This design comes from an exercise in tuning for a short achievable clock period and few clock cycles on the open sky130 flow, not from production work. The RTL was checked by simulation tests, not by an equivalence proof against the original design. Power is estimated from default activity; no workload was simulated.

==> job 3457 <==
Design riscv, start of the top module:
module riscv (
    input wire clk,
    input wire rst,   
    input  wire [31:0] inst_i,
    output wire [31:0] inst_addr_o,
    output wire        inst_ce_o,
    input  wire [31:0] data_i,
    output wire        data_we_o,
    output wire        data_ce_o,
    output wire [31:0] data_addr_o,
    output wire [31:0] data_o
);
clock: 8.0 ns
lec_check: 0
abc_clock_period_in_ps: 2500
cap_margin: 20
core_margin: 2
core_utilization: 40
setup_slack_margin: 5
slew_margin: 20
run.sh (not shown) runs the stock make flow with config.mk's settings and CLKGATE_MAP_FILE= SYNTH_SCRIPT=/design/flow/synth_recipe.tcl, a recipe that flattens the netlist after the stock synthesis.
==> inputs of job 1543, as changes to job 3457 <==
--- a/flow/design.v
+++ b/flow/design.v
@@ -25,21 +25,17 @@
     reg         d_fpred;              
     reg         d_bnop, d_bskip;      
     reg         x_valid;
     reg         x_wen, x_load, x_store, x_br, x_jalr, x_pred, x_skip;
     reg  [4:0]  x_rd;
     reg  [31:0] x_a, x_b, x_s, x_pre, x_alt;
     reg         x_fa, x_fb, x_fs;     
-    reg         x_rz, x_rzv;          
-    reg         d_dep1, d_nm1, d_nml1, d_nw1, d_nv1;
-    reg         x_faa, x_fba;         
-    reg         x_fac, x_fbc;         
-    reg         x_fas, x_fbs;         
+    reg         x_faa, x_fba, x_fac, x_fbc;   
     reg  [10:0] x_alu;
-    reg  [5:0]  x_bm;                 
+    reg  [5:0]  x_bf;
     reg         m_wen, m_load, m_store, m_ce;
     reg  [4:0]  m_rd;
     reg  [31:0] m_res, m_sdata;
     reg         w_wen;
     reg  [4:0]  w_rd;
     reg  [31:0] w_data;
     reg         v_wen;
@@ -117,95 +113,61 @@
     wire [31:0] rs2_val = (m_wen && m_rd == d_rs2) ? wb_data :
                           (w_wen && w_rd == d_rs2) ? w_data :
                           (v_wen && v_rd == d_rs2) ? v_data : d_r2;
     wire load_use = d_valid && x_valid && x_load &&
                     ((d_use1 && x_rd == d_rs1) || (d_use2 && x_rd == d_rs2));
     wire jr_early = d_jalr && x_valid && x_wen && x_alu[A_PRE] && x_rd == d_rs1;
     wire [31:0] jr_sum = x_pre + d_immalu;
-    wire [31:0] rs1_nl = (m_wen && !m_load && m_rd == d_rs1) ? m_res :
-                         (w_wen && w_rd == d_rs1) ? w_data :
-                         (v_wen && v_rd == d_rs1) ? v_data : d_r1;
-    wire [31:0] rs2_nl = (m_wen && !m_load && m_rd == d_rs2) ? m_res :
-                         (w_wen && w_rd == d_rs2) ? w_data :
-                         (v_wen && v_rd == d_rs2) ? v_data : d_r2;
-    wire z_m  = sum_is_zero(m_res, d_immalu);
-    wire z_w  = sum_is_zero(w_data, d_immalu);
-    wire z_v  = sum_is_zero(v_data, d_immalu);
-    wire z_r  = sum_is_zero(d_r1, d_immalu);
-    wire d_z  = d_nm1 ? z_m : (d_nw1 ? z_w : (d_nv1 ? z_v : z_r));
-    wire d_zv = d_valid && d_opimm && d_alu[A_ADD] && d_wen && !d_dep1 && !d_nml1;
-    wire e_dep1 = x_valid && x_wen && !x_load && x_rd == d_rs1;
-    wire e_dep2 = x_valid && x_wen && !x_load && x_rd == d_rs2;
-    wire e_ok   = d_br && (d_bf[B_EQ] | d_bf[B_NE]) && !d_bnop && !d_bskip && x_rzv &&
-                  ((e_dep1 && d_rs2 == 5'd0) || (e_dep2 && d_rs1 == 5'd0));
-    wire e_mis  = e_ok && ((d_bf[B_EQ] ? x_rz : ~x_rz) ^ d_pred);
-    wire d_redir  = d_valid && !load_use && (jr_early || (d_pred && !d_fpred) || e_mis);
-    wire [31:0] d_rtarget = jr_early ? {jr_sum[31:1], 1'b0} :
-                            ((d_pred ^ e_mis) ? d_target : d_pc4);
-    function sum_is_zero;
-        input [31:0] za, zb;
-        reg   [31:0] c, m;
-        begin
-            c = za ^ zb;
-            m = (za & zb) | (za & c) | (zb & c);
-            sum_is_zero = !c[0] && (c[31:1] == m[30:0]);
-        end
-    endfunction
+    wire d_redir  = d_valid && !load_use && (jr_early || (d_pred && !d_fpred));
+    wire [31:0] d_rtarget = jr_early ? {jr_sum[31:1], 1'b0} : (d_pred ? d_target : d_pc4);
     wire [31:0] a = x_fa ? m_res : x_a;
     wire [31:0] b = x_fb ? m_res : x_b;
     wire [31:0] s = x_fs ? m_res : x_s;
     wire [31:0] aa = x_faa ? m_res : x_a;      
     wire [31:0] ba = x_fba ? m_res : x_b;
     wire [31:0] ac = x_fac ? m_res : x_a;      
     wire [31:0] bc = x_fbc ? m_res : x_b;
-    wire [31:0] as = x_fas ? m_res : x_a;      
-    wire [31:0] bs = x_fbs ? m_res : x_b;
     wire [31:0] sum = aa + ba;
-    wire [31:0] dif = as - bs;
-    wire        sltu_r = as < bs;
-    wire        slt_r  = (as[31] ^ bs[31]) ? as[31] : sltu_r;
+    wire [31:0] dif = ac - bc;
     wire        ltu = ac < bc;
     wire        lt  = (ac[31] ^ bc[31]) ? ac[31] : ltu;
     wire        eq  = ac == bc;
-    wire wrong = (x_bm[B_EQ] & eq) | (x_bm[B_NE] & ~eq) | (x_bm[B_LT] & lt) |
-                 (x_bm[B_GE] & ~lt) | (x_bm[B_LTU] & ltu) | (x_bm[B_GEU] & ~ltu);
+    wire taken = (x_bf[B_EQ] & eq) | (x_bf[B_NE] & ~eq) | (x_bf[B_LT] & lt) |
+                 (x_bf[B_GE] & ~lt) | (x_bf[B_LTU] & ltu) | (x_bf[B_GEU] & ~ltu);
     wire signed [31:0] a_s = a;
     wire [31:0] shl = a << b[4:0];
     wire [31:0] shr = a >> b[4:0];
     wire [31:0] sha = a_s >>> b[4:0];
     wire [31:0] result =
         ({32{x_alu[A_ADD]}}  & sum) |
         ({32{x_alu[A_SUB]}}  & dif) |
         ({32{x_alu[A_SLL]}}  & shl) |
-        ({32{x_alu[A_SLT]}}  & {31'd0, slt_r}) |
-        ({32{x_alu[A_SLTU]}} & {31'd0, sltu_r}) |
+        ({32{x_alu[A_SLT]}}  & {31'd0, lt}) |
+        ({32{x_alu[A_SLTU]}} & {31'd0, ltu}) |
         ({32{x_alu[A_XOR]}}  & (a ^ b)) |
         ({32{x_alu[A_SRL]}}  & shr) |
         ({32{x_alu[A_SRA]}}  & sha) |
         ({32{x_alu[A_OR]}}   & (a | b)) |
         ({32{x_alu[A_AND]}}  & (a & b)) |
         ({32{x_alu[A_PRE]}}  & x_pre);
-    wire x_mispred = x_valid & x_br & wrong;
-    wire x_kill    = x_valid & x_skip & wrong;    
+    wire x_mispred = x_valid & x_br & (taken ^ x_pred);
+    wire x_kill    = x_valid & x_skip & taken;    
     wire x_jr      = x_valid & x_jalr;
     wire x_redir   = x_mispred | x_jr;
     wire [31:0] x_target = x_jalr ? {sum[31:1], 1'b0} : x_alt;
     assign inst_addr_o = f_pc;
     assign inst_ce_o   = f_run;
     wire [31:0] f_pc4  = f_pc + 32'd4;
     wire        f_isgn  = fi[31];
     wire [8:0]  f_jlo   = {1'b0, f_pc[7:0]} + {1'b0, fimm_j[7:0]};
     wire [8:0]  f_blo   = {1'b0, f_pc[7:0]} + {1'b0, fimm_b[7:0]};
     wire        f_jnear = fimm_j[20:8] == {13{f_isgn}} && f_jlo[8] == f_isgn;
     wire        f_bnear = fimm_b[12:8] == {5{f_isgn}} && f_blo[8] == f_isgn;
     wire        f_jp    = f_jal & f_jnear;
-    wire        f_zsel  = f_br && (ff3 == 3'b000 || ff3 == 3'b001) && d_zv &&
-                          ((frs2 == 5'd0 && frs1 == d_rd) || (frs1 == 5'd0 && frs2 == d_rd));
-    wire        f_exit  = f_zsel && ((ff3 == 3'b000) ? !d_z : d_z);
-    wire        f_bp    = f_br & f_isgn & f_bnear & !f_exit;
+    wire        f_bp    = f_br & f_isgn & f_bnear;
     wire        f_fpred = f_jp | f_bp;
     wire [31:0] f_btgt  = {f_pc[31:8], f_jal ? f_jlo[7:0] : f_blo[7:0]};
     always @(posedge clk or posedge rst) begin
         if (rst) begin
             f_pc  <= 32'd0;
             f_run <= 1'b0;
         end else begin
@@ -227,23 +189,14 @@
             d_valid <= 1'b0;
         end else if (x_redir) begin
             d_valid <= 1'b0;
         end else if (!load_use) begin
             d_valid <= f_run && !d_redir;
         end
     end
-    wire [4:0] n_rs1 = load_use ? d_rs1 : frs1;
-    wire       n_xw  = d_valid && !load_use && !x_kill && d_wen && !d_load;
-    always @(posedge clk) begin
-        d_dep1 <= n_xw && d_rd == frs1;
-        d_nm1  <= x_valid && x_wen && !x_load && x_rd == n_rs1;
-        d_nml1 <= x_valid && x_wen && x_load && x_rd == n_rs1;
-        d_nw1  <= m_wen && m_rd == n_rs1;
-        d_nv1  <= w_wen && w_rd == n_rs1;
-    end
     always @(posedge clk) begin
         if (load_use) begin
             d_r1 <= rs1_val;
             d_r2 <= rs2_val;
         end else begin
             d_rs1    <= frs1;
             d_rs2    <= frs2;
@@ -263,15 +216,15 @@
             d_auipc  <= f_auipc;
             d_jal    <= f_jal;
             d_jalr   <= f_jalr;
             d_use1   <= f_arith | f_load | f_store | f_br | f_jalr;
             d_use2   <= f_op | f_store | f_br;
             d_useimm <= f_opimm | f_load | f_store | f_jalr;
             d_wen    <= (f_arith | f_load | f_lui | f_auipc | f_jal | f_jalr) && frd != 5'd0;
-            d_pred   <= f_jal | (f_br & fi[31] & !f_exit);
+            d_pred   <= f_jal | (f_br & fi[31]);
             d_alu    <= f_alu;
             d_bf     <= f_bf;
             d_fpred  <= f_fpred;
             d_bnop   <= f_br & fimm_b == 32'd4;
             d_bskip  <= f_br & fimm_b == 32'd8;
         end
     end
@@ -284,39 +237,33 @@
     end
     wire fwd_ok = x_valid && x_wen && !x_load;
     wire skip_ok = d_bskip && !(f_jal || (f_br && fi[31]));
     always @(posedge clk) begin
         x_wen   <= d_wen;
         x_load  <= d_load;
         x_store <= d_store;
-        x_br    <= d_br & !d_bnop & !skip_ok & !e_ok;
-        x_rz    <= sum_is_zero(rs1_nl, d_useimm ? d_immalu : rs2_nl);
-        x_rzv   <= d_alu[A_ADD] && !(fwd_ok && (x_rd == d_rs1 || (x_rd == d_rs2 && !d_useimm))) &&
-                   !(m_load && m_wen && (m_rd == d_rs1 || (m_rd == d_rs2 && !d_useimm)));
+        x_br    <= d_br & !d_bnop & !skip_ok;
         x_skip  <= skip_ok;
         x_jalr  <= d_jalr & !jr_early;
         x_pred  <= d_pred;
         x_rd    <= d_rd;
         x_a     <= rs1_val;
         x_b     <= d_useimm ? d_immalu : rs2_val;
         x_s     <= rs2_val;
         x_pre   <= d_lui ? d_immpc : (d_auipc ? d_auipc_val : d_pc4);
         x_alt   <= d_pred ? d_pc4 : d_target;
         x_fa    <= fwd_ok && x_rd == d_rs1;
         x_fb    <= fwd_ok && x_rd == d_rs2 && !d_useimm;
         x_faa   <= fwd_ok && x_rd == d_rs1 && (d_alu[A_ADD] | d_jalr);
         x_fba   <= fwd_ok && x_rd == d_rs2 && !d_useimm && (d_alu[A_ADD] | d_jalr);
-        x_fac   <= fwd_ok && x_rd == d_rs1 && d_br;
-        x_fbc   <= fwd_ok && x_rd == d_rs2 && d_br;
-        x_fas   <= fwd_ok && x_rd == d_rs1 && (d_alu[A_SUB] | d_alu[A_SLT] | d_alu[A_SLTU]);
-        x_fbs   <= fwd_ok && x_rd == d_rs2 && !d_useimm && (d_alu[A_SUB] | d_alu[A_SLT] | d_alu[A_SLTU]);
+        x_fac   <= fwd_ok && x_rd == d_rs1 && (d_alu[A_SUB] | d_alu[A_SLT] | d_alu[A_SLTU] | d_br);
+        x_fbc   <= fwd_ok && x_rd == d_rs2 && !d_useimm && (d_alu[A_SUB] | d_alu[A_SLT] | d_alu[A_SLTU] | d_br);
         x_fs    <= fwd_ok && x_rd == d_rs2;
         x_alu   <= d_alu;
-        x_bm    <= d_pred ? {d_bf[B_LTU], d_bf[B_GEU], d_bf[B_LT], d_bf[B_GE],
-                                 d_bf[B_EQ], d_bf[B_NE]} : d_bf;
+        x_bf    <= d_bf;
     end
     always @(posedge clk) begin
         m_wen   <= x_valid & x_wen;
         m_load  <= x_valid & x_load;
         m_store <= x_valid & x_store;
         m_ce    <= x_valid & (x_load | x_store);
     end
==> inputs of job 5259, as changes to job 3457 <==
--- a/flow/design.v
+++ b/flow/design.v
@@ -26,20 +26,17 @@
     reg         d_bnop, d_bskip;      
     reg         x_valid;
     reg         x_wen, x_load, x_store, x_br, x_jalr, x_pred, x_skip;
     reg  [4:0]  x_rd;
     reg  [31:0] x_a, x_b, x_s, x_pre, x_alt;
     reg         x_fa, x_fb, x_fs;     
     reg         x_rz, x_rzv;          
-    reg         d_dep1, d_nm1, d_nml1, d_nw1, d_nv1;
-    reg         x_faa, x_fba;         
-    reg         x_fac, x_fbc;         
-    reg         x_fas, x_fbs;         
+    reg         x_faa, x_fba, x_fac, x_fbc;   
     reg  [10:0] x_alu;
-    reg  [5:0]  x_bm;                 
+    reg  [5:0]  x_bf;
     reg         m_wen, m_load, m_store, m_ce;
     reg  [4:0]  m_rd;
     reg  [31:0] m_res, m_sdata;
     reg         w_wen;
     reg  [4:0]  w_rd;
     reg  [31:0] w_data;
     reg         v_wen;
@@ -117,26 +114,14 @@
     wire [31:0] rs2_val = (m_wen && m_rd == d_rs2) ? wb_data :
                           (w_wen && w_rd == d_rs2) ? w_data :
                           (v_wen && v_rd == d_rs2) ? v_data : d_r2;
     wire load_use = d_valid && x_valid && x_load &&
                     ((d_use1 && x_rd == d_rs1) || (d_use2 && x_rd == d_rs2));
     wire jr_early = d_jalr && x_valid && x_wen && x_alu[A_PRE] && x_rd == d_rs1;
     wire [31:0] jr_sum = x_pre + d_immalu;
-    wire [31:0] rs1_nl = (m_wen && !m_load && m_rd == d_rs1) ? m_res :
-                         (w_wen && w_rd == d_rs1) ? w_data :
-                         (v_wen && v_rd == d_rs1) ? v_data : d_r1;
-    wire [31:0] rs2_nl = (m_wen && !m_load && m_rd == d_rs2) ? m_res :
-                         (w_wen && w_rd == d_rs2) ? w_data :
-                         (v_wen && v_rd == d_rs2) ? v_data : d_r2;
-    wire z_m  = sum_is_zero(m_res, d_immalu);
-    wire z_w  = sum_is_zero(w_data, d_immalu);
-    wire z_v  = sum_is_zero(v_data, d_immalu);
-    wire z_r  = sum_is_zero(d_r1, d_immalu);
-    wire d_z  = d_nm1 ? z_m : (d_nw1 ? z_w : (d_nv1 ? z_v : z_r));
-    wire d_zv = d_valid && d_opimm && d_alu[A_ADD] && d_wen && !d_dep1 && !d_nml1;
     wire e_dep1 = x_valid && x_wen && !x_load && x_rd == d_rs1;
     wire e_dep2 = x_valid && x_wen && !x_load && x_rd == d_rs2;
     wire e_ok   = d_br && (d_bf[B_EQ] | d_bf[B_NE]) && !d_bnop && !d_bskip && x_rzv &&
                   ((e_dep1 && d_rs2 == 5'd0) || (e_dep2 && d_rs1 == 5'd0));
     wire e_mis  = e_ok && ((d_bf[B_EQ] ? x_rz : ~x_rz) ^ d_pred);
     wire d_redir  = d_valid && !load_use && (jr_early || (d_pred && !d_fpred) || e_mis);
     wire [31:0] d_rtarget = jr_early ? {jr_sum[31:1], 1'b0} :
@@ -153,59 +138,52 @@
     wire [31:0] a = x_fa ? m_res : x_a;
     wire [31:0] b = x_fb ? m_res : x_b;
     wire [31:0] s = x_fs ? m_res : x_s;
     wire [31:0] aa = x_faa ? m_res : x_a;      
     wire [31:0] ba = x_fba ? m_res : x_b;
     wire [31:0] ac = x_fac ? m_res : x_a;      
     wire [31:0] bc = x_fbc ? m_res : x_b;
-    wire [31:0] as = x_fas ? m_res : x_a;      
-    wire [31:0] bs = x_fbs ? m_res : x_b;
     wire [31:0] sum = aa + ba;
-    wire [31:0] dif = as - bs;
-    wire        sltu_r = as < bs;
-    wire        slt_r  = (as[31] ^ bs[31]) ? as[31] : sltu_r;
+    wire [31:0] dif = ac - bc;
     wire        ltu = ac < bc;
     wire        lt  = (ac[31] ^ bc[31]) ? ac[31] : ltu;
     wire        eq  = ac == bc;
-    wire wrong = (x_bm[B_EQ] & eq) | (x_bm[B_NE] & ~eq) | (x_bm[B_LT] & lt) |
-                 (x_bm[B_GE] & ~lt) | (x_bm[B_LTU] & ltu) | (x_bm[B_GEU] & ~ltu);
+    wire taken = (x_bf[B_EQ] & eq) | (x_bf[B_NE] & ~eq) | (x_bf[B_LT] & lt) |
+                 (x_bf[B_GE] & ~lt) | (x_bf[B_LTU] & ltu) | (x_bf[B_GEU] & ~ltu);
     wire signed [31:0] a_s = a;
     wire [31:0] shl = a << b[4:0];
     wire [31:0] shr = a >> b[4:0];
     wire [31:0] sha = a_s >>> b[4:0];
     wire [31:0] result =
         ({32{x_alu[A_ADD]}}  & sum) |
         ({32{x_alu[A_SUB]}}  & dif) |
         ({32{x_alu[A_SLL]}}  & shl) |
-        ({32{x_alu[A_SLT]}}  & {31'd0, slt_r}) |
-        ({32{x_alu[A_SLTU]}} & {31'd0, sltu_r}) |
+        ({32{x_alu[A_SLT]}}  & {31'd0, lt}) |
+        ({32{x_alu[A_SLTU]}} & {31'd0, ltu}) |
         ({32{x_alu[A_XOR]}}  & (a ^ b)) |
         ({32{x_alu[A_SRL]}}  & shr) |
         ({32{x_alu[A_SRA]}}  & sha) |
         ({32{x_alu[A_OR]}}   & (a | b)) |
         ({32{x_alu[A_AND]}}  & (a & b)) |
         ({32{x_alu[A_PRE]}}  & x_pre);
-    wire x_mispred = x_valid & x_br & wrong;
-    wire x_kill    = x_valid & x_skip & wrong;    
+    wire x_mispred = x_valid & x_br & (taken ^ x_pred);
+    wire x_kill    = x_valid & x_skip & taken;    
     wire x_jr      = x_valid & x_jalr;
     wire x_redir   = x_mispred | x_jr;
     wire [31:0] x_target = x_jalr ? {sum[31:1], 1'b0} : x_alt;
     assign inst_addr_o = f_pc;
     assign inst_ce_o   = f_run;
     wire [31:0] f_pc4  = f_pc + 32'd4;
     wire        f_isgn  = fi[31];
     wire [8:0]  f_jlo   = {1'b0, f_pc[7:0]} + {1'b0, fimm_j[7:0]};
     wire [8:0]  f_blo   = {1'b0, f_pc[7:0]} + {1'b0, fimm_b[7:0]};
     wire        f_jnear = fimm_j[20:8] == {13{f_isgn}} && f_jlo[8] == f_isgn;
     wire        f_bnear = fimm_b[12:8] == {5{f_isgn}} && f_blo[8] == f_isgn;
     wire        f_jp    = f_jal & f_jnear;
-    wire        f_zsel  = f_br && (ff3 == 3'b000 || ff3 == 3'b001) && d_zv &&
-                          ((frs2 == 5'd0 && frs1 == d_rd) || (frs1 == 5'd0 && frs2 == d_rd));
-    wire        f_exit  = f_zsel && ((ff3 == 3'b000) ? !d_z : d_z);
-    wire        f_bp    = f_br & f_isgn & f_bnear & !f_exit;
+    wire        f_bp    = f_br & f_isgn & f_bnear;
     wire        f_fpred = f_jp | f_bp;
     wire [31:0] f_btgt  = {f_pc[31:8], f_jal ? f_jlo[7:0] : f_blo[7:0]};
     always @(posedge clk or posedge rst) begin
         if (rst) begin
             f_pc  <= 32'd0;
             f_run <= 1'b0;
         end else begin
@@ -227,23 +205,14 @@
             d_valid <= 1'b0;
         end else if (x_redir) begin
             d_valid <= 1'b0;
         end else if (!load_use) begin
             d_valid <= f_run && !d_redir;
         end
     end
-    wire [4:0] n_rs1 = load_use ? d_rs1 : frs1;
-    wire       n_xw  = d_valid && !load_use && !x_kill && d_wen && !d_load;
-    always @(posedge clk) begin
-        d_dep1 <= n_xw && d_rd == frs1;
-        d_nm1  <= x_valid && x_wen && !x_load && x_rd == n_rs1;
-        d_nml1 <= x_valid && x_wen && x_load && x_rd == n_rs1;
-        d_nw1  <= m_wen && m_rd == n_rs1;
-        d_nv1  <= w_wen && w_rd == n_rs1;
-    end
     always @(posedge clk) begin
         if (load_use) begin
             d_r1 <= rs1_val;
             d_r2 <= rs2_val;
         end else begin
             d_rs1    <= frs1;
             d_rs2    <= frs2;
@@ -263,15 +232,15 @@
             d_auipc  <= f_auipc;
             d_jal    <= f_jal;
             d_jalr   <= f_jalr;
             d_use1   <= f_arith | f_load | f_store | f_br | f_jalr;
             d_use2   <= f_op | f_store | f_br;
             d_useimm <= f_opimm | f_load | f_store | f_jalr;
             d_wen    <= (f_arith | f_load | f_lui | f_auipc | f_jal | f_jalr) && frd != 5'd0;
-            d_pred   <= f_jal | (f_br & fi[31] & !f_exit);
+            d_pred   <= f_jal | (f_br & fi[31]);
             d_alu    <= f_alu;
             d_bf     <= f_bf;
             d_fpred  <= f_fpred;
             d_bnop   <= f_br & fimm_b == 32'd4;
             d_bskip  <= f_br & fimm_b == 32'd8;
         end
     end
@@ -285,38 +254,34 @@
     wire fwd_ok = x_valid && x_wen && !x_load;
     wire skip_ok = d_bskip && !(f_jal || (f_br && fi[31]));
     always @(posedge clk) begin
         x_wen   <= d_wen;
         x_load  <= d_load;
         x_store <= d_store;
         x_br    <= d_br & !d_bnop & !skip_ok & !e_ok;
-        x_rz    <= sum_is_zero(rs1_nl, d_useimm ? d_immalu : rs2_nl);
-        x_rzv   <= d_alu[A_ADD] && !(fwd_ok && (x_rd == d_rs1 || (x_rd == d_rs2 && !d_useimm))) &&
-                   !(m_load && m_wen && (m_rd == d_rs1 || (m_rd == d_rs2 && !d_useimm)));
+        x_rz    <= sum_is_zero(rs1_val, d_useimm ? d_immalu : rs2_val);
+        x_rzv   <= d_alu[A_ADD] && !(fwd_ok && (x_rd == d_rs1 || (x_rd == d_rs2 && !d_useimm)));
         x_skip  <= skip_ok;
         x_jalr  <= d_jalr & !jr_early;
         x_pred  <= d_pred;
         x_rd    <= d_rd;
         x_a     <= rs1_val;
         x_b     <= d_useimm ? d_immalu : rs2_val;
         x_s     <= rs2_val;
         x_pre   <= d_lui ? d_immpc : (d_auipc ? d_auipc_val : d_pc4);
         x_alt   <= d_pred ? d_pc4 : d_target;
         x_fa    <= fwd_ok && x_rd == d_rs1;
         x_fb    <= fwd_ok && x_rd == d_rs2 && !d_useimm;
         x_faa   <= fwd_ok && x_rd == d_rs1 && (d_alu[A_ADD] | d_jalr);
         x_fba   <= fwd_ok && x_rd == d_rs2 && !d_useimm && (d_alu[A_ADD] | d_jalr);
-        x_fac   <= fwd_ok && x_rd == d_rs1 && d_br;
-        x_fbc   <= fwd_ok && x_rd == d_rs2 && d_br;
-        x_fas   <= fwd_ok && x_rd == d_rs1 && (d_alu[A_SUB] | d_alu[A_SLT] | d_alu[A_SLTU]);
-        x_fbs   <= fwd_ok && x_rd == d_rs2 && !d_useimm && (d_alu[A_SUB] | d_alu[A_SLT] | d_alu[A_SLTU]);
+        x_fac   <= fwd_ok && x_rd == d_rs1 && (d_alu[A_SUB] | d_alu[A_SLT] | d_alu[A_SLTU] | d_br);
+        x_fbc   <= fwd_ok && x_rd == d_rs2 && !d_useimm && (d_alu[A_SUB] | d_alu[A_SLT] | d_alu[A_SLTU] | d_br);
         x_fs    <= fwd_ok && x_rd == d_rs2;
         x_alu   <= d_alu;
-        x_bm    <= d_pred ? {d_bf[B_LTU], d_bf[B_GEU], d_bf[B_LT], d_bf[B_GE],
-                                 d_bf[B_EQ], d_bf[B_NE]} : d_bf;
+        x_bf    <= d_bf;
     end
     always @(posedge clk) begin
         m_wen   <= x_valid & x_wen;
         m_load  <= x_valid & x_load;
         m_store <= x_valid & x_store;
         m_ce    <= x_valid & (x_load | x_store);
     end
==> flow_summary.yaml <==
critical_path:
  crit_end: "m_res[28]$_DFF_P_"
  r2r_slack_ps: 3870
  reg2regPathDepth: 16
floorplan:
  placementRows: 173
power:
  p_seq_share_pct: 38.8
layout:
  clk_share_pct: 5.40
  sh_seq_area_pct: 38.7
synth:
  synth_nets: 7648
placed_design:
  dp_cells: 10000
status:
  status: "no timing/DRC/antenna violations"
Source of the figures above: job 3457

==> flow_summary.yaml <==
critical_path:
  r2r_slack_ps: 3840
  reg2regPathDepth: 15
  crit_end: "f_pc[17]$_DFFE_PP0P_"
synth:
  synth_nets: 6690
layout:
  sh_seq_area_pct: 41.9
  clk_share_pct: 5.37
status:
  status: "no timing/DRC/antenna violations"
floorplan:
  placementRows: 167
route:
  dr_wl_met3_um: 30900
Source of the figures above: job 5259

==> flow_summary.yaml <==
status:
  status: "no timing/DRC/antenna violations"
floorplan:
  placementRows: 166
power:
  p_seq_share_pct: 41.3
synth:
  synth_nets: 6476
placed_design:
  dp_cells: 8760
Source of the figures above: job 1543

Testbench counts of job 3457, summed over its fixed seeds: cycles 48,439.
Testbench counts of job 1543, summed over its fixed seeds: cycles 50,859.
Testbench counts of job 5259, summed over its fixed seeds: cycles 49,649.

## re-timing with driven ports
In the flow no input, the clock included, has a driving cell. The finished layouts below were timed again as built, in two steps. Step 1, drivers: a clkbuf_16 drives clk and a buf_2 each remaining input, both assumed. Step 2 moves the port delays by t, midway between the first and last clock arrival at a register: inputs arrive t later, outputs are due t later. That takes back most of the time a late clock gives input paths. a / b / c = ideal / step 1 / step 2; a / b = the first two.
run | t, ns | setup slack, ns | hold WS [ns] | cell pins on the clock port's net
job 3457 | 0.942 | 3.868 / 3.868 / 3.042 | 0.343 / 0.343 / 0.343 | 1
job 1543 | 0.917 | 4.064 / 4.064 / 3.442 | 0.339 / 0.339 / 0.339 | 1
job 5259 | 0.934 | 3.840 / 3.840 / 3.254 | 0.338 / 0.338 / 0.338 | 1
After both steps every run listed still meets setup and hold. For job 3457, which loses most, drivers alone change the setup slack by 0.000 ns; drivers and shift together by -0.826 ns.
